This is an optimization exercise on Yosys and OpenROAD, whose aim is small area and a short achievable clock period, not a production implementation.
In this exercise RTL edits were held to simulation tests only and were not proved equivalent to the original.
Power figures rest on the tool's default switching activity, not on a simulated workload.

## the reference run
## CannyEdge
module CannyEdge(dAddrRegRow, dAddrRegCol, bWE, bCE, InData, OutData,
	OPMode, bOPEnable, dReadReg, dWriteReg,	clk, rst_b);
For scale: about 22000 µm² of cells after synthesis.
export LEC_CHECK = 0
export CAP_MARGIN = 20
export CORE_MARGIN = 2
export CORE_UTILIZATION = 40
export SLEW_MARGIN = 20
create_clock -name core_clock -period 10.0 [get_ports {clk}]
standard.sh (not shown) runs the stock make flow with config.mk's settings and CLKGATE_MAP_FILE= SYNTH_SCRIPT=/design/flow/synth_recipe.tcl, a recipe that flattens the netlist after the stock synthesis.
==> flow/flow/run.sh <==
#!/bin/bash
# Layout flow: the standard flow (standard.sh), unchanged synthesis, plus
#  1. fapol.py on the synthesized netlist: full adders are self-dual, so
#     each fa cell may be fed complemented inputs and give complemented
#     outputs; fapol picks the polarities that need the fewest inverters
#     and rewrites the netlist (registers and ports untouched).
#  2. port buffers of a plain buffer cell (buf_2) instead of the default pick,
#  3. the resizer's setup margin raised so repair_timing keeps shortening
#     the critical paths past the 10 ns constraint,
#  4. a clock tree of smaller buffers and no dummy loads.
# Each tool's output goes to a log file in this folder.
set -u
R=orfs/results/${FLOW_PLATFORM:-sky130hd}/CannyEdge/base
export BUFFER_PORTS_ARGS="-buffer_cell sky130_fd_sc_hd__buf_2"
export SETUP_SLACK_MARGIN=${MARGIN:-6.0}
export CTS_ARGS="-sink_clustering_enable -repair_clock_nets -dont_use_dummy_load -buf_list sky130_fd_sc_hd__clkbuf_8 -sink_clustering_size 16 -sink_clustering_max_diameter 60"
bash standard.sh synth > synth.log 2>&1 || exit 1
if python3 flow/fapol.py $R/1_2_yosys.v $R/1_2_yosys_fapol.v > fapol.log 2>&1; then
  cp $R/1_2_yosys.v $R/1_2_yosys_std.v
  cp $R/1_2_yosys_fapol.v $R/1_2_yosys.v
  rm -f $R/1_synth.odb $R/1_synth.sdc
fi
bash standard.sh > standard.log 2>&1
Other scripts of this flow, unchanged in this note and not shown: flow/flow/fapol.py
Every stage of the flow completed for the reference run, and the final layout passed the timing, DRC and antenna checks.
Setup changes, the reference run to the trial run
--- a/flow/flow/run.sh
+++ b/flow/flow/run.sh
@@ -14,3 +14,3 @@
 export BUFFER_PORTS_ARGS="-buffer_cell sky130_fd_sc_hd__buf_2"
-export SETUP_SLACK_MARGIN=${MARGIN:-6.0}
+export SETUP_SLACK_MARGIN=${MARGIN:-5.6}
 export CTS_ARGS="-sink_clustering_enable -repair_clock_nets -dont_use_dummy_load -buf_list sky130_fd_sc_hd__clkbuf_8 -sink_clustering_size 16 -sink_clustering_max_diameter 60"
## What came out
- For the trial run, the destination of the critical timing path was regX[5][7], unlike the reference run, where it was gs3[3].
- The trial run went all the way through the flow, and no timing, DRC or antenna check failed.
- In the flow results for the reference run and the trial run, the global-route usage is larger on the trial run.
- Taking the reference run as the reference point, the relative contribution of the clock network to total power of the trial run falls by 0.4 points.
- Compared with the reference run, count of routing violations after the opening detailed-route iteration in the trial run decreased by a few percent.

---

## pine
Another version of the RTL of CannyEdge (not shown whole).
Size: roughly 1500 cells after synthesis, about 0.022 sq mm of cells after synthesis.
## CannyEdge
module CannyEdge(dAddrRegRow, dAddrRegCol, bWE, bCE, InData, OutData,
	OPMode, bOPEnable, dReadReg, dWriteReg,	clk, rst_b);
clock: 10.0 ns
lec_check: 0
cap_margin: 5
core_margin: 2
core_utilization: 40
slew_margin: 5
==> flow/flow/run.sh <==
#!/bin/bash
# Layout flow: the standard flow (standard.sh), unchanged synthesis, plus
#  1. fapol.py on the synthesized netlist: full adders are self-dual, so
#     each fa cell may be fed complemented inputs and give complemented
#     outputs; fapol picks the polarities that need the fewest inverters
#     and rewrites the netlist (registers and ports untouched).
#  2. port buffers of a plain buffer cell (buf_2) instead of the default pick,
#  3. the resizer's setup margin raised so repair_timing keeps shortening
#     the critical paths past the 10 ns constraint,
#  4. a clock tree of smaller buffers and no dummy loads.
# Each tool's output goes to a log file in this folder.
set -u
R=orfs/results/${FLOW_PLATFORM:-sky130hd}/CannyEdge/base
export BUFFER_PORTS_ARGS="-buffer_cell sky130_fd_sc_hd__buf_2"
export SETUP_SLACK_MARGIN=${MARGIN:-6.2}
export CTS_ARGS="-sink_clustering_enable -repair_clock_nets -dont_use_dummy_load -buf_list sky130_fd_sc_hd__clkbuf_8 -sink_clustering_size 16 -sink_clustering_max_diameter 60"
bash standard.sh synth > synth.log 2>&1 || exit 1
if python3 flow/fapol.py $R/1_2_yosys.v $R/1_2_yosys_fapol.v > fapol.log 2>&1; then
  cp $R/1_2_yosys.v $R/1_2_yosys_std.v
  cp $R/1_2_yosys_fapol.v $R/1_2_yosys.v
  rm -f $R/1_synth.odb $R/1_synth.sdc
fi
bash standard.sh > standard.log 2>&1
Other scripts of this flow, unchanged in this note and not shown: flow/flow/fapol.py
pine: full flow OK, the timing, DRC and antenna checks passed
## Diff of input files: maple against pine
Settings: CAP_MARGIN now 20, was 5; SLEW_MARGIN now 20, was 5; TNS_END_PERCENT now 10, previously not set.
For the total wire length after detailed routing, maple came in 4.3 mm lower than pine did.
Delta(non-clock buffer count, maple - pine) < 0
For maple, the highest signal layer in the routed design was met4, unlike pine, where it was met5.
maple against pine: final non-filler cell area down 2.6%; part of the power in combinational logic essentially unchanged.
Delta (maple minus pine): fmax dropped about 4%; count of clock-buffer cells in the layout dropped 2.
When maple is set beside pine, its cell count turns out to be about 2% smaller.
Summary: minimum setup slack in the final design, maple worse than pine
Via count of the first global-routing pass in maple vs pine: down about 1.2%

==> what the ideal ports hide <==
How much do the figures lean on ideal ports? The routed layouts below were timed once more, with nothing changed but the port constraints. Step 1 assumes that a clkbuf_16 drives the clock port and a buf_2 every other input. Step 2 also shifts input and output timing later by t, the mid clock arrival at the registers, as if the neighbouring blocks saw the same clock. a / b / c = no drivers / after step 1 / after step 2; a / b = the first two.
run	t, ns	slack for setup (ns)	hold slack, ns	clock arrival spread, ns	worst slew at a driven data input, ns
the reference run	0.652	5.863 / 5.863 / 5.272	0.499 / 0.499 / 0.499	0.090 / 0.089	0.06
the trial run	0.645	5.678 / 5.679 / 5.065	0.488 / 0.488 / 0.488	0.108 / 0.108	0.03
pine	0.704	6.171 / 6.171 / 5.552	0.492 / 0.492 / 0.492	0.072 / 0.072	0.08
maple	0.683	6.012 / 6.012 / 5.499	0.495 / 0.495 / 0.495	0.078 / 0.078	0.08
After both steps every run listed still meets setup and hold. For pine, which loses most, drivers alone change the setup slack by 0.000 ns; drivers and shift together by -0.619 ns.
